This design comes from an exercise in tuning for small area, a short achievable clock period and few clock cycles on the open sky130 flow, not from production work.
Where RTL was checked, it was by simulation tests only, not by an equivalence proof against the original.

==> v23: inputs <==
// SoftMax
module SoftMax (
	input				clk,
	input				rst_n,
	input				axisif_in_start,
	output				axisif_out_done,
	output		[3:0]	out_adrIn,
	input		[31:0]	in_dataIn,
	output		[3:0]	out_adrOut,
	output		[31:0]	out_dataOut,
	output				out_wr
);
export LEC_CHECK = 0
export CAP_MARGIN = 20
export CORE_MARGIN = 2
export CORE_UTILIZATION = 40
export SLEW_MARGIN = 20
export SYNTH_HIERARCHICAL = 1
export SYNTH_MINIMUM_KEEP_SIZE = 0
create_clock -name core_clock -period 310.0 [get_ports {clk}]
run.sh (not shown) runs the stock make flow with config.mk's settings and CLKGATE_MAP_FILE= SYNTH_SCRIPT=/design/flow/synth_recipe.tcl, a recipe that flattens the netlist after the stock synthesis.
==> v33 (differences from v23) <==
--- a/flow/design.v
+++ b/flow/design.v
@@ -3558,14 +3558,14 @@
 reg		[3:0]	cur;
 reg				wb;			 
 reg		[3:0]	wbi;
 reg		[20:0]	E [0:9];
 reg		[23:0]	S;
 reg		[1:0]	dcnt;		 
-reg		[3:0]	oc;			 
 reg		[3:0]	eidx;		 
+reg				ef;			 
 reg				owr;
 reg		[3:0]	oadr;
 reg		[20:0]	y;
 reg				done_r;
 wire				rd_st = (st == S_READ);
 wire				sc_st = (st == S_SCAN);
@@ -3621,32 +3621,32 @@
 always @(*) begin
 	todo_nx = todo;
 	if (newmax) todo_nx = todo | (~zr & seen);
 	if (defer) todo_nx[sidx] = 1'b1;
 	if (fetch & f_ok) todo_nx[adr] = 1'b0;
 end
+wire		[9:0]	omask = ~zr & ~(10'd1 << imax);		 
+wire		[9:0]	pe_in = dv_st ? omask : ou_st ? todo : todo_nx;
 reg			[3:0]	nx_adr;
 integer				j;
 always @(*) begin
 	nx_adr = 4'd0;
 	for (j = 9; j >= 0; j = j - 1)
-		if (todo_nx[j]) nx_adr = j[3:0];
+		if (pe_in[j]) nx_adr = j[3:0];
 end
-wire				nx_ok = |todo_nx;
+wire				nx_ok = |pe_in;
+wire		[9:0]	pe_rest = pe_in & (pe_in - 10'd1);		 
 wire		[22:0]	nr_s;
 wire				nr_co;
-SM_RADD #(.W(23)) NrAdd (.a(D), .b(chk ? 23'h7FFFFF : {Pm[21:0], nr2}), .ci(nr2), .s(nr_s), .co(nr_co));
+SM_RADD #(.W(23)) NrAdd (.a(D), .b(chk ? 23'h7FFFFF : {Pm[21:0], nr2}), .ci(1'b0), .s(nr_s), .co(nr_co));
+wire				div_fin = chk | (nr2 & (nr_s[2:0] >= 3'd3));	 
 wire				accept = ~(|Q[28:21]) & (~Q[20] | ~(|Q[19:0]));
 wire		[22:0]	r0;
 SM_RLUT Rlut (.s(S_sum), .r0(r0));
 wire				scan_done = sc_st & ~sb_ok & ~f_ok & ~busy;	 
-wire		[3:0]	e_first = (imax == 4'd0) ? 4'd1 : 4'd0;
-wire		[3:0]	e_inc = eidx + 4'd1;
-wire		[3:0]	e_next = (e_inc == imax) ? eidx + 4'd2 : e_inc;
-wire		[3:0]	e_rd = dv_st ? e_first : (e_next > 4'd9) ? 4'd9 : e_next;	 
-wire		[20:0]	e_val = zr[e_rd] ? 21'd0 : E[e_rd];
+wire		[20:0]	e_val = E[nx_adr];					 
 reg			[26:0]	P_nx;
 reg			[22:0]	D_nx;
 always @(*) begin
 	P_nx = Pn;
 	D_nx = D;
 	if (do_load) begin
@@ -3655,72 +3655,75 @@
 	end
 	if (scan_done) begin
 		P_nx = {3'd0, S_sum};
 		D_nx = r0;
 	end
 	if (dv_st) begin
-		P_nx = chk ? {6'd0, e_val} : P;
+		P_nx = div_fin ? {6'd0, e_val} : P;
 		D_nx = chk ? (accept ? D : nr_s) : nr2 ? {2'd0, nr_co, nr_s[22:3]} : nr_s;
 	end
 	if (ou_st) P_nx = {6'd0, e_val};
 end
 wire				rd_end = rd_st & (sidx == 4'd9);
-wire				out_end = ou_st & (oc == 4'd9);
+wire				out_end = ou_st & ~ef;			 
 always @(posedge clk or negedge rst_n) begin
 	if (~rst_n) begin
 		st <= S_IDLE;
-		adr <= 4'd0;
-		done_r <= 1'b1;
 		busy <= 1'b0;
 		wb <= 1'b0;
-		owr <= 1'b0;
 	end else begin
 		if (wen) wb <= 1'b0;
 		if (busy & last) begin
 			busy <= 1'b0;
 			wb <= 1'b1;
 		end
 		if (do_load) busy <= 1'b1;
 		if (newmax) begin
 			busy <= 1'b0;
 			wb <= 1'b0;
 		end
 		case (st)
-			S_IDLE:	if (axisif_in_start) begin
-				st <= S_READ;
-				adr <= 4'd1;
-				done_r <= 1'b0;
-			end
-			S_READ: begin
-				adr <= adr + 4'd1;
-				if (sidx == 4'd8) adr <= nx_adr;		 
-				if (rd_end) begin
-					st <= S_SCAN;
-					adr <= nx_adr;
-				end
-			end
-			S_SCAN: begin
-				if (shift) adr <= nx_adr;
-				if (scan_done) st <= S_DIV;
-			end
-			S_DIV: if (chk) begin
-				st <= S_OUT;
-				owr <= 1'b1;
-			end
-			S_OUT: if (out_end) begin
-				st <= S_IDLE;
-				owr <= 1'b0;
+			S_IDLE:		if (axisif_in_start) st <= S_READ;
+			S_READ:		if (rd_end) st <= S_SCAN;
+			S_SCAN:		if (scan_done) st <= S_DIV;
+			S_DIV:		if (div_fin) st <= S_OUT;
+			S_OUT:		if (out_end) st <= S_IDLE;
+			default:	st <= S_IDLE;
+		endcase
+	end
+end
+always @(posedge clk) begin
+	owr <= 1'b0;
+	case (st)
+		S_IDLE: begin
+			adr <= axisif_in_start ? 4'd1 : 4'd0;
+			done_r <= ~axisif_in_start;
+		end
+		S_READ: begin
+			adr <= (sidx == 4'd8 || rd_end) ? nx_adr : sidx + 4'd2;
+			owr <= is_z;
+		end
+		S_SCAN: begin
+			if (shift) adr <= nx_adr;
+			owr <= is_z;
+		end
+		S_DIV:	owr <= div_fin;
+		S_OUT:	begin
+			owr <= ef;
+			if (out_end) begin
 				done_r <= 1'b1;
 				adr <= 4'd0;
 			end
-			default: st <= S_IDLE;
-		endcase
-	end
+		end
+		default: ;
+	endcase
+	oadr <= (rd_st | sc_st) ? sidx : dv_st ? imax : eidx;
+	y <= div_fin ? D_nx[20:0] : ou_st ? Q[20:0] : 21'd0;
 end
 always @(posedge clk) begin
-	todo <= todo_nx;
+	todo <= (dv_st | ou_st) ? pe_rest : todo_nx;
 	if (is_z) zr[sidx] <= 1'b1;
 	if (newmax) imax <= sidx;
 	if (st == S_IDLE) begin
 		sidx <= 4'd0;
 		todo <= 10'd0;
 		zr <= 10'd0;
@@ -3741,29 +3744,22 @@
 		k <= 5'd1;
 		kfirst <= 1'b1;
 		cur <= sidx;
 	end
 	if (scan_done) dcnt <= 2'd0;
 	if (dv_st) dcnt <= dcnt + 2'd1;
-	if (chk) begin
-		oadr <= imax;
-		oc <= 4'd0;
-		eidx <= e_first;
-	end
-	if (ou_st) begin
-		oc <= oc + 4'd1;
-		oadr <= eidx;
-		eidx <= e_next;
+	if ((dv_st & div_fin) | ou_st) begin
+		eidx <= nx_adr;
+		ef <= nx_ok;
 	end
 end
 always @(posedge clk) begin
 	if (~sc_st | shift) xr <= in_dataIn[30:0];			 
 	if (newmax) m <= xr;
 	if (wen) E[widx] <= wdata;
 	S <= (st == S_IDLE) ? 24'd0 : newmax ? 24'h100000 : S_sum;
-	y <= chk ? D_nx[20:0] : Q[20:0];
 	P <= P_nx;
 	s <= last ? e_fin : s_new;
 	D <= D_nx;
 end
 assign axisif_out_done = done_r;
 assign out_adrIn = adr;
CTS_CLUSTER_DIAMETER = 100   (was not set)
CTS_CLUSTER_SIZE = 20   (was not set)
==> v19 (differences from v23) <==
--- a/flow/design.v
+++ b/flow/design.v
@@ -12,12 +12,29 @@
 		for (i = 0; i < W; i = i + 1) begin : g
 			SM_FA fa (.a(a[i]), .b(b[i]), .c(c[i]), .s(s[i]), .co(c[i+1]));
 		end
 	endgenerate
 	assign co = c[W];
 endmodule
+module SM_RINC #(parameter W = 8) (
+	input	[W-1:0]	a,
+	output	[W-1:0]	s
+);
+	wire [W:0] c;
+	assign c[0] = 1'b1;
+	genvar i;
+	generate
+		for (i = 0; i < W; i = i + 1) begin : g
+			SM_HA ha (.a(a[i]), .b(c[i]), .s(s[i]), .co(c[i+1]));
+		end
+	endgenerate
+endmodule
+module SM_HA (input a, input b, output s, output co);
+	assign s = a ^ b;
+	assign co = a & b;
+endmodule
 module SM_M1 (input [22:0] x, input [24:0] x3, input [26:0] yv, input rnd, output [28:0] y);
 	wire e1;
 	wire e2;
 	wire e3;
 	wire p4;
 	wire w5;
@@ -3558,14 +3575,14 @@
 reg		[3:0]	cur;
 reg				wb;			 
 reg		[3:0]	wbi;
 reg		[20:0]	E [0:9];
 reg		[23:0]	S;
 reg		[1:0]	dcnt;		 
-reg		[3:0]	oc;			 
 reg		[3:0]	eidx;		 
+reg				ef;			 
 reg				owr;
 reg		[3:0]	oadr;
 reg		[20:0]	y;
 reg				done_r;
 wire				rd_st = (st == S_READ);
 wire				sc_st = (st == S_SCAN);
@@ -3599,12 +3616,17 @@
 wire		[20:0]	e_fin;
 SM_RADD #(.W(21)) EAdd (.a(s_new), .b(Pn[20:0] & {21{k17}}), .ci(1'b0), .s(e_fin), .co());
 wire				act = rd_st | (sc_st & sb_ok);
 wire				newmax = rd_st & ((sidx == 4'd0) | xgt);	 
 wire				exp_free = ~busy | last;
 wire				wbv = wb & ~newmax;					 
+wire				nm2 = rd_st & xgt & (sidx != 4'd0);
+wire		[23:0]	negd;								 
+SM_RINC #(.W(24)) Neg (.a(~diff[23:0]), .s(negd));
+wire				old_act = nm2 & (&diff[31:23]) & ~negd[23] & ~(negd[22] & negd[21]);
+wire				old_z = nm2 & ~old_act;				 
 wire				is_z = act & ~newmax & inact;			 
 wire				is_one = act & ~newmax & dzero;		 
 wire				is_exp = act & ~newmax & ~inact & ~dzero;
 wire				do_load = is_exp & exp_free;
 wire				do_one = is_one & ~wb;
 wire				hold = sc_st & ((is_one & wb) | (is_exp & ~exp_free));	 
@@ -3617,111 +3639,119 @@
 SM_RADD #(.W(24)) SumAdd (.a(S), .b({3'd0, (wbv | do_one) ? wdata : 21'd0}), .ci(1'b0), .s(S_sum), .co());
 wire				fetch = (rd_st & (sidx == 4'd9)) | shift;
 wire		[9:0]	seen = (10'd1 << sidx) - 10'd1;
 reg			[9:0]	todo_nx;
 always @(*) begin
 	todo_nx = todo;
-	if (newmax) todo_nx = todo | (~zr & seen);
+	if (newmax) todo_nx = todo | (~zr & seen & ~(10'd1 << imax));
 	if (defer) todo_nx[sidx] = 1'b1;
 	if (fetch & f_ok) todo_nx[adr] = 1'b0;
 end
+wire		[9:0]	omask = ~zr & ~(10'd1 << imax);		 
+wire		[9:0]	pe_in = dv_st ? omask : ou_st ? todo : todo_nx;
 reg			[3:0]	nx_adr;
 integer				j;
 always @(*) begin
 	nx_adr = 4'd0;
 	for (j = 9; j >= 0; j = j - 1)
-		if (todo_nx[j]) nx_adr = j[3:0];
+		if (pe_in[j]) nx_adr = j[3:0];
 end
-wire				nx_ok = |todo_nx;
+wire				nx_ok = |pe_in;
+wire		[9:0]	pe_rest = pe_in & (pe_in - 10'd1);		 
 wire		[22:0]	nr_s;
 wire				nr_co;
-SM_RADD #(.W(23)) NrAdd (.a(D), .b(chk ? 23'h7FFFFF : {Pm[21:0], nr2}), .ci(nr2), .s(nr_s), .co(nr_co));
+SM_RADD #(.W(23)) NrAdd (.a(D), .b(chk ? 23'h7FFFFF : {Pm[21:0], nr2}), .ci(1'b0), .s(nr_s), .co(nr_co));
+wire				div_fin = chk | (nr2 & (nr_s[2:0] >= 3'd3));	 
 wire				accept = ~(|Q[28:21]) & (~Q[20] | ~(|Q[19:0]));
 wire		[22:0]	r0;
 SM_RLUT Rlut (.s(S_sum), .r0(r0));
 wire				scan_done = sc_st & ~sb_ok & ~f_ok & ~busy;	 
-wire		[3:0]	e_first = (imax == 4'd0) ? 4'd1 : 4'd0;
-wire		[3:0]	e_inc = eidx + 4'd1;
-wire		[3:0]	e_next = (e_inc == imax) ? eidx + 4'd2 : e_inc;
-wire		[3:0]	e_rd = dv_st ? e_first : (e_next > 4'd9) ? 4'd9 : e_next;	 
-wire		[20:0]	e_val = zr[e_rd] ? 21'd0 : E[e_rd];
+wire		[20:0]	e_val = E[nx_adr];					 
 reg			[26:0]	P_nx;
 reg			[22:0]	D_nx;
 always @(*) begin
 	P_nx = Pn;
 	D_nx = D;
 	if (do_load) begin
 		P_nx = {4'd0, diff[22:0]};
 		D_nx = diff[22:0];
 	end
+	if (old_act) begin
+		P_nx = {4'd0, negd[22:0]};
+		D_nx = negd[22:0];
+	end
 	if (scan_done) begin
 		P_nx = {3'd0, S_sum};
 		D_nx = r0;
 	end
 	if (dv_st) begin
-		P_nx = chk ? {6'd0, e_val} : P;
+		P_nx = div_fin ? {6'd0, e_val} : P;
 		D_nx = chk ? (accept ? D : nr_s) : nr2 ? {2'd0, nr_co, nr_s[22:3]} : nr_s;
 	end
 	if (ou_st) P_nx = {6'd0, e_val};
 end
 wire				rd_end = rd_st & (sidx == 4'd9);
-wire				out_end = ou_st & (oc == 4'd9);
+wire				out_end = ou_st & ~ef;			 
 always @(posedge clk or negedge rst_n) begin
 	if (~rst_n) begin
 		st <= S_IDLE;
-		adr <= 4'd0;
-		done_r <= 1'b1;
 		busy <= 1'b0;
 		wb <= 1'b0;
-		owr <= 1'b0;
 	end else begin
 		if (wen) wb <= 1'b0;
 		if (busy & last) begin
 			busy <= 1'b0;
 			wb <= 1'b1;
 		end
 		if (do_load) busy <= 1'b1;
 		if (newmax) begin
-			busy <= 1'b0;
+			busy <= old_act;
 			wb <= 1'b0;
 		end
 		case (st)
-			S_IDLE:	if (axisif_in_start) begin
-				st <= S_READ;
-				adr <= 4'd1;
-				done_r <= 1'b0;
-			end
-			S_READ: begin
-				adr <= adr + 4'd1;
-				if (sidx == 4'd8) adr <= nx_adr;		 
-				if (rd_end) begin
-					st <= S_SCAN;
-					adr <= nx_adr;
-				end
-			end
-			S_SCAN: begin
-				if (shift) adr <= nx_adr;
-				if (scan_done) st <= S_DIV;
-			end
-			S_DIV: if (chk) begin
-				st <= S_OUT;
-				owr <= 1'b1;
-			end
-			S_OUT: if (out_end) begin
-				st <= S_IDLE;
-				owr <= 1'b0;
+			S_IDLE:		if (axisif_in_start) st <= S_READ;
+			S_READ:		if (rd_end) st <= S_SCAN;
+			S_SCAN:		if (scan_done) st <= S_DIV;
+			S_DIV:		if (div_fin) st <= S_OUT;
+			S_OUT:		if (out_end) st <= S_IDLE;
+			default:	st <= S_IDLE;
+		endcase
+	end
+end
+always @(posedge clk) begin
+	owr <= 1'b0;
+	case (st)
+		S_IDLE: begin
+			adr <= axisif_in_start ? 4'd1 : 4'd0;
+			done_r <= ~axisif_in_start;
+		end
+		S_READ: begin
+			adr <= (sidx == 4'd8 || rd_end) ? nx_adr : sidx + 4'd2;
+			owr <= is_z | old_z;
+		end
+		S_SCAN: begin
+			if (shift) adr <= nx_adr;
+			owr <= is_z;
+		end
+		S_DIV:	owr <= div_fin;
+		S_OUT:	begin
+			owr <= ef;
+			if (out_end) begin
 				done_r <= 1'b1;
 				adr <= 4'd0;
 			end
-			default: st <= S_IDLE;
-		endcase
-	end
+		end
+		default: ;
+	endcase
+	oadr <= old_z ? imax : (rd_st | sc_st) ? sidx : dv_st ? imax : eidx;
+	y <= div_fin ? D_nx[20:0] : ou_st ? Q[20:0] : 21'd0;
 end
 always @(posedge clk) begin
-	todo <= todo_nx;
+	todo <= (dv_st | ou_st) ? pe_rest : todo_nx;
 	if (is_z) zr[sidx] <= 1'b1;
+	if (old_z) zr[imax] <= 1'b1;
 	if (newmax) imax <= sidx;
 	if (st == S_IDLE) begin
 		sidx <= 4'd0;
 		todo <= 10'd0;
 		zr <= 10'd0;
 	end
@@ -3734,36 +3764,29 @@
 	end
 	if (busy) begin
 		k <= k + 5'd1;
 		kfirst <= 1'b0;
 		if (last) wbi <= cur;
 	end
-	if (do_load) begin
+	if (do_load | old_act) begin
 		k <= 5'd1;
 		kfirst <= 1'b1;
-		cur <= sidx;
+		cur <= old_act ? imax : sidx;
 	end
 	if (scan_done) dcnt <= 2'd0;
 	if (dv_st) dcnt <= dcnt + 2'd1;
-	if (chk) begin
-		oadr <= imax;
-		oc <= 4'd0;
-		eidx <= e_first;
-	end
-	if (ou_st) begin
-		oc <= oc + 4'd1;
-		oadr <= eidx;
-		eidx <= e_next;
+	if ((dv_st & div_fin) | ou_st) begin
+		eidx <= nx_adr;
+		ef <= nx_ok;
 	end
 end
 always @(posedge clk) begin
 	if (~sc_st | shift) xr <= in_dataIn[30:0];			 
 	if (newmax) m <= xr;
 	if (wen) E[widx] <= wdata;
 	S <= (st == S_IDLE) ? 24'd0 : newmax ? 24'h100000 : S_sum;
-	y <= chk ? D_nx[20:0] : Q[20:0];
 	P <= P_nx;
 	s <= last ? e_fin : s_new;
 	D <= D_nx;
 end
 assign axisif_out_done = done_r;
 assign out_adrIn = adr;
CELL_PAD_IN_SITES_DETAIL_PLACEMENT = 1   (was not set)
CTS_CLUSTER_DIAMETER = 100   (was not set)
CTS_CLUSTER_SIZE = 20   (was not set)
==> comparison <==
- v33 finished clean. v19 produced a clean layout. v23 produced a clean layout.
- Fmax: v33 < v23 < v19.
- Against v33, the routed wire length of v23 is smaller by about 7%.
- In critical path depth, v23 and v19 do not differ.
- In v33 the utilization is lower than in v23, by 0.99 points.
- Against v33, the global-route usage of v23 is lower by 1.6 points.
==> figures <==
| metric | v33 | v19 | v23 |
|---|---|---|---|
| Status | no timing/DRC/antenna violations | no timing/DRC/antenna violations | no timing/DRC/antenna violations |
| CTS buffer count | 28 | 34 | 51 |
| Area growth from synthesis to layout | 8.71% | 9.03% | 10.9% |
| Antenna violations before repair | 8 | 12 | 5 |
| Top-area cell type share of the netlist area | 0.321 | 0.318 | 0.323 |
| Final Cell Area | 0.0513 sq mm | 0.0520 sq mm | 0.0519 sq mm |
| Final Non-Filler Cells | 5739 | 5825 | 5646 |
| Largest fanout of any net on the critical path | 8 | 8 | 10 |
| Slew HR | 0.261 | 0.199 | 0.246 |
Testbench counts of v23, summed over its fixed seeds: cycles 23,987.
Testbench counts of v33, summed over its fixed seeds: cycles 22,133.
No functional check of the RTL was part of v19.

==> afterwards: timing with drivers on the ports <==
No port has a modelled driver above. Below, the same layouts with a new extraction and two added sets of constraints.
Step 1, drivers: a clkbuf_16 drives clk and a buf_2 each remaining input, both assumed.
Step 2 times the ports against the registers' clock, not the clock port: input delays grow and output delays shrink by t, the midpoint of the rising clock arrivals with the driver on.
a / b / c = ideal ports / drivers / drivers and shift; a / b = the first two.
run	t (ns)	setup WS [ns]	worst setup path after step 2
v23	0.702	246.156 / 246.086 / 246.586	input to register
v33	0.679	246.052 / 245.993 / 246.340	input to register
v19	0.656	246.256 / 246.199 / 246.719	input to register
After both steps setup and hold are still met in every run listed.
